This is an optimization exercise on Yosys and OpenROAD, whose aim is small area and a short achievable clock period, not a production implementation. RTL that was checked went through simulation tests only; none was proved equivalent to the original. Power and IR drop assume default switching activity.

==> module fifo, before the edit <==
module fifo
#(
parameter DATA_WIDTH = 8,
parameter ADDR_WIDTH = 6
)(
input                          rst_n,
input                          clk,
input                          push,
input                          pop,
input      [DATA_WIDTH -1 : 0] data_in,
output reg [DATA_WIDTH -1 : 0] data_out,
output reg                     empty,
output                         full,
output     [DATA_WIDTH -1 : 0] fifo_counter
);
reg [ADDR_WIDTH : 0]    cnt;
reg [7:0]               sel_lo;		 
reg [7:0]               sel_hi;		 
reg [DATA_WIDTH -1 : 0] buf_mem[63:0];
assign full         = cnt[ADDR_WIDTH];
assign fifo_counter = {1'b0, cnt};
wire do_push = push & ~cnt[ADDR_WIDTH];
wire do_pop  = pop & ~empty;
wire inc     = do_push & ~do_pop;
wire dec     = do_pop & ~do_push;
always @(posedge clk or posedge rst_n)
	if (rst_n) begin
		cnt    <= 0;
		empty  <= 1'b1;
		sel_lo <= 8'd1;
		sel_hi <= 8'd1;
	end else begin
		if (inc) begin
			cnt    <= cnt + 1'b1;
			sel_lo <= {sel_lo[6:0], sel_lo[7]};
			if (sel_lo[7]) sel_hi <= {sel_hi[6:0], sel_hi[7]};
		end else if (dec) begin
			cnt    <= cnt - 1'b1;
			sel_lo <= {sel_lo[0], sel_lo[7:1]};
			if (sel_lo[0]) sel_hi <= {sel_hi[0], sel_hi[7:1]};
		end
		empty <= (empty & ~push) | ((cnt == 1) & pop & ~push);
	end
reg [DATA_WIDTH -1 : 0] grp[7:0];
reg [DATA_WIDTH -1 : 0] rd;
integer a, b;
always @* begin
	for (a = 0; a < 8; a = a + 1) begin
		grp[a] = 0;
		for (b = 0; b < 8; b = b + 1)
			grp[a] = grp[a] | ({DATA_WIDTH{sel_lo[b]}} & buf_mem[(8*a + b + 63) % 64]);
	end
	rd = 0;
	for (a = 0; a < 8; a = a + 1)
		rd = rd | ({DATA_WIDTH{sel_hi[a]}} & grp[a]);
end
always @(posedge clk or posedge rst_n)
	if (rst_n)
		data_out <= 0;
	else if (do_pop)
		data_out <= rd;
integer i;
always @(posedge clk)
	if (do_push) begin
		buf_mem[0] <= data_in;
		for (i = 1; i < 64; i = i + 1)
			buf_mem[i] <= buf_mem[i-1];
	end
endmodule
Settings: LEC_CHECK=0, CAP_MARGIN=20, CORE_MARGIN=2, CORE_UTILIZATION=65, CTS_BUF_LIST=sky130_fd_sc_hd__clkbuf_4 sky130_fd_sc_hd__clkbuf_8, CTS_CLUSTER_DIAMETER=60, CTS_CLUSTER_SIZE=15, PLACE_DENSITY=0.75, SETUP_SLACK_MARGIN=0.9, SLEW_MARGIN=20; clock period 2.8 ns.
standard.sh (not shown) runs the stock make flow with config.mk's settings and CLKGATE_MAP_FILE= SYNTH_SCRIPT=/design/flow/synth_recipe.tcl, a recipe that flattens the netlist after the stock synthesis.
==> flow/flow/run.sh <==
#!/bin/bash
# Standard ORFS layout with fast port buffers (buf_4) instead of the
# default choice, and a clock tree without dummy loads.
set -euo pipefail
bash standard.sh "BUFFER_PORTS_ARGS=-buffer_cell sky130_fd_sc_hd__buf_4" \
  "CTS_ARGS=-sink_clustering_enable -repair_clock_nets -sink_clustering_size 20 -sink_clustering_max_diameter 50 -buf_list {sky130_fd_sc_hd__clkbuf_4 sky130_fd_sc_hd__clkbuf_8} -dont_use_dummy_load" \
  finish > standard.log 2>&1
The first run completed without violations.
Rerun with:
--- a/flow/design.v
+++ b/flow/design.v
@@ -20,30 +20,25 @@
 assign full         = cnt[ADDR_WIDTH];
 assign fifo_counter = {1'b0, cnt};
 wire do_push = push & ~cnt[ADDR_WIDTH];
 wire do_pop  = pop & ~empty;
 wire inc     = do_push & ~do_pop;
 wire dec     = do_pop & ~do_push;
+wire [ADDR_WIDTH : 0] cnt_nxt = inc ? cnt + 1'b1 : dec ? cnt - 1'b1 : cnt;
 always @(posedge clk or posedge rst_n)
 	if (rst_n) begin
-		cnt    <= 0;
-		empty  <= 1'b1;
-		sel_lo <= 8'd1;
-		sel_hi <= 8'd1;
+		cnt   <= 0;
+		empty <= 1'b1;
 	end else begin
-		if (inc) begin
-			cnt    <= cnt + 1'b1;
-			sel_lo <= {sel_lo[6:0], sel_lo[7]};
-			if (sel_lo[7]) sel_hi <= {sel_hi[6:0], sel_hi[7]};
-		end else if (dec) begin
-			cnt    <= cnt - 1'b1;
-			sel_lo <= {sel_lo[0], sel_lo[7:1]};
-			if (sel_lo[0]) sel_hi <= {sel_hi[0], sel_hi[7:1]};
-		end
+		cnt   <= cnt_nxt;
 		empty <= (empty & ~push) | ((cnt == 1) & pop & ~push);
 	end
+always @(posedge clk) begin
+	sel_lo <= 8'd1 << cnt_nxt[2:0];
+	sel_hi <= 8'd1 << cnt_nxt[5:3];
+end
 reg [DATA_WIDTH -1 : 0] grp[7:0];
 reg [DATA_WIDTH -1 : 0] rd;
 integer a, b;
 always @* begin
 	for (a = 0; a < 8; a = a + 1) begin
 		grp[a] = 0;
Sequential share of layout area went down by 0.70 points.
Hold slack gains 0.041 ns.
Core utilization went up by 2.2 points.
Global-route usage went down by 0.28 points.
Power went up by 15%.
Via count went down by 0.61%.
Function not checked in the second run of this note: the RTL went through the layout flow alone.

* * *

The RTL this note starts from:
==> flow/design.v <==
module fifo
#(
parameter DATA_WIDTH = 8,
parameter ADDR_WIDTH = 6
)(
input                          rst_n,
input                          clk,
input                          push,
input                          pop,
input      [DATA_WIDTH -1 : 0] data_in,
output reg [DATA_WIDTH -1 : 0] data_out,
output reg                     empty,
output                         full,
output     [DATA_WIDTH -1 : 0] fifo_counter
);
reg [ADDR_WIDTH : 0]    cnt;
reg [7:0]               sel_lo;		 
reg [DATA_WIDTH -1 : 0] buf_mem[63:0];
assign full         = cnt[ADDR_WIDTH];
assign fifo_counter = {1'b0, cnt};
wire [ADDR_WIDTH : 0] cnt_inc = cnt + 1'b1;
wire [ADDR_WIDTH : 0] cnt_dec = cnt - 1'b1;
wire [7:0] lo_inc = {sel_lo[6:0], sel_lo[7]};
wire [7:0] lo_dec = {sel_lo[0], sel_lo[7:1]};
wire [ADDR_WIDTH : 0] cnt_10 = full  ? cnt : cnt_inc;
wire [ADDR_WIDTH : 0] cnt_01 = empty ? cnt : cnt_dec;
wire [ADDR_WIDTH : 0] cnt_11 = empty ? cnt_inc : (full ? cnt_dec : cnt);
wire [7:0] lo_10 = full  ? sel_lo : lo_inc;
wire [7:0] lo_01 = empty ? sel_lo : lo_dec;
wire [7:0] lo_11 = empty ? lo_inc : (full ? lo_dec : sel_lo);
wire one = (cnt == 1);
always @(posedge clk or posedge rst_n)
	if (rst_n) begin
		cnt    <= 0;
		empty  <= 1'b1;
		sel_lo <= 8'd1;
	end else begin
		cnt    <= push ? (pop ? cnt_11 : cnt_10) : (pop ? cnt_01 : cnt);
		sel_lo <= push ? (pop ? lo_11 : lo_10) : (pop ? lo_01 : sel_lo);
		empty  <= ~push & (empty | (pop & one));
	end
wire [7:0] sel_hi = 8'd1 << cnt[5:3];
reg [DATA_WIDTH -1 : 0] grp[7:0];
reg [DATA_WIDTH -1 : 0] rd;
integer a, b;
always @* begin
	for (a = 0; a < 8; a = a + 1) begin
		grp[a] = 0;
		for (b = 0; b < 8; b = b + 1)
			grp[a] = grp[a] | ({DATA_WIDTH{sel_lo[b]}} & buf_mem[(8*a + b + 63) % 64]);
	end
	rd = 0;
	for (a = 0; a < 8; a = a + 1)
		rd = rd | ({DATA_WIDTH{sel_hi[a]}} & grp[a]);
end
always @(posedge clk or posedge rst_n)
	if (rst_n)
		data_out <= 0;
	else if (pop & ~empty)
		data_out <= rd;
wire do_push = push & ~full;
integer i;
always @(posedge clk)
	if (do_push) begin
		buf_mem[0] <= data_in;
		for (i = 1; i < 64; i = i + 1)
			buf_mem[i] <= buf_mem[i-1];
	end
endmodule
Settings: LEC_CHECK=0, CAP_MARGIN=20, CORE_MARGIN=2, CORE_UTILIZATION=65, CTS_BUF_LIST=sky130_fd_sc_hd__clkbuf_4 sky130_fd_sc_hd__clkbuf_8, CTS_CLUSTER_DIAMETER=60, CTS_CLUSTER_SIZE=15, PLACE_DENSITY=0.75, SETUP_SLACK_MARGIN=0.9, SLEW_MARGIN=20; clock period 2.8 ns.
==> flow/flow/run.sh <==
#!/bin/bash
# Standard ORFS layout with fast port buffers (buf_4) instead of the
# default choice, and a clock tree without dummy loads.
set -euo pipefail
bash standard.sh "BUFFER_PORTS_ARGS=-buffer_cell sky130_fd_sc_hd__buf_4" \
  "CTS_ARGS=-sink_clustering_enable -repair_clock_nets -sink_clustering_size 15 -sink_clustering_max_diameter 60 -buf_list {sky130_fd_sc_hd__clkbuf_4 sky130_fd_sc_hd__clkbuf_8} -dont_use_dummy_load" \
  finish > standard.log 2>&1
Edit:
==> flow/design.v (replaced) <==
module fifo
#(
parameter DATA_WIDTH = 8,
parameter ADDR_WIDTH = 6
)(
input                          rst_n,
input                          clk,
input                          push,
input                          pop,
input      [DATA_WIDTH -1 : 0] data_in,
output reg [DATA_WIDTH -1 : 0] data_out,
output reg                     empty,
output                         full,
output     [DATA_WIDTH -1 : 0] fifo_counter
);
reg [ADDR_WIDTH : 0]    cnt;
reg [7:0]               sel_lo;		 
reg [7:0]               sel_hi;		 
reg [DATA_WIDTH -1 : 0] buf_mem[63:0];
assign full         = cnt[ADDR_WIDTH];
assign fifo_counter = {1'b0, cnt};
wire do_push = push & ~cnt[ADDR_WIDTH];
wire do_pop  = pop & ~empty;
wire inc     = do_push & ~do_pop;
wire dec     = do_pop & ~do_push;
always @(posedge clk or posedge rst_n)
	if (rst_n) begin
		cnt    <= 0;
		empty  <= 1'b1;
		sel_lo <= 8'd1;
		sel_hi <= 8'd1;
	end else begin
		if (inc) begin
			cnt    <= cnt + 1'b1;
			sel_lo <= {sel_lo[6:0], sel_lo[7]};
			if (sel_lo[7]) sel_hi <= {sel_hi[6:0], sel_hi[7]};
		end else if (dec) begin
			cnt    <= cnt - 1'b1;
			sel_lo <= {sel_lo[0], sel_lo[7:1]};
			if (sel_lo[0]) sel_hi <= {sel_hi[0], sel_hi[7:1]};
		end
		empty <= (empty & ~push) | ((cnt == 1) & pop & ~push);
	end
reg [DATA_WIDTH -1 : 0] grp[7:0];
reg [DATA_WIDTH -1 : 0] rd;
integer a, b;
always @* begin
	for (a = 0; a < 8; a = a + 1) begin
		grp[a] = 0;
		for (b = 0; b < 8; b = b + 1)
			grp[a] = grp[a] | ({DATA_WIDTH{sel_lo[b]}} & buf_mem[(8*a + b + 63) % 64]);
	end
	rd = 0;
	for (a = 0; a < 8; a = a + 1)
		rd = rd | ({DATA_WIDTH{sel_hi[a]}} & grp[a]);
end
always @(posedge clk or posedge rst_n)
	if (rst_n)
		data_out <= 0;
	else if (do_pop)
		data_out <= rd;
integer i;
always @(posedge clk)
	if (do_push) begin
		buf_mem[0] <= data_in;
		for (i = 1; i < 64; i = i + 1)
			buf_mem[i] <= buf_mem[i-1];
	end
endmodule
The new run completed without violations.
Design area came out lower by 3.6%.
Wire length came out lower by about 9%.
Power came out lower by about 10%.
Via count came out lower by 5.6%.
Synthesized cell count hardly moves.
First-iteration DRC count came out lower by about 23%.
Utilization came out lower by 4.2 points.
Non-clock buffer count came out lower by 67.
Worst setup slack gains 47 ps.
Only the layout flow was run in the first run of this note; the RTL was not checked for function there.

## static timing again, ports no longer ideal
The flow's constraints put no driver on any port. The routed layouts listed below were extracted and timed again, unchanged, in two steps. Step 1, drivers: a clkbuf_16 drives clk and a buf_2 each remaining input, both assumed. Step 2 also shifts input and output timing later by t, the mid clock arrival at the registers, as if the neighbouring blocks saw the same clock. a / b / c = no drivers / after step 1 / after step 2; a / b = the first two.
| run | shift t [ns] | setup WS [ns] | hold slack, ns | worst setup path after step 2 |
|---|---|---|---|---|
| the first run of note 1 | 0.606 | 0.921 / 0.921 / 0.712 | 0.098 / 0.073 / 0.402 | input to register |
| the second run of note 1 | 0.622 | 0.649 / 0.649 / 0.359 | 0.139 / 0.118 / 0.415 | input to register |
| the first run of note 2 | 0.626 | 0.850 / 0.800 / 0.815 | 0.143 / 0.119 / 0.449 | input to register |
| the second run of note 2 | 0.601 | 0.898 / 0.898 / 0.738 | 0.115 / 0.089 / 0.393 | input to register |
After both steps setup and hold are still met in every run listed. For the second run of note 1, which loses most, drivers alone change the setup slack by 0.000 ns; drivers and shift together by -0.290 ns.
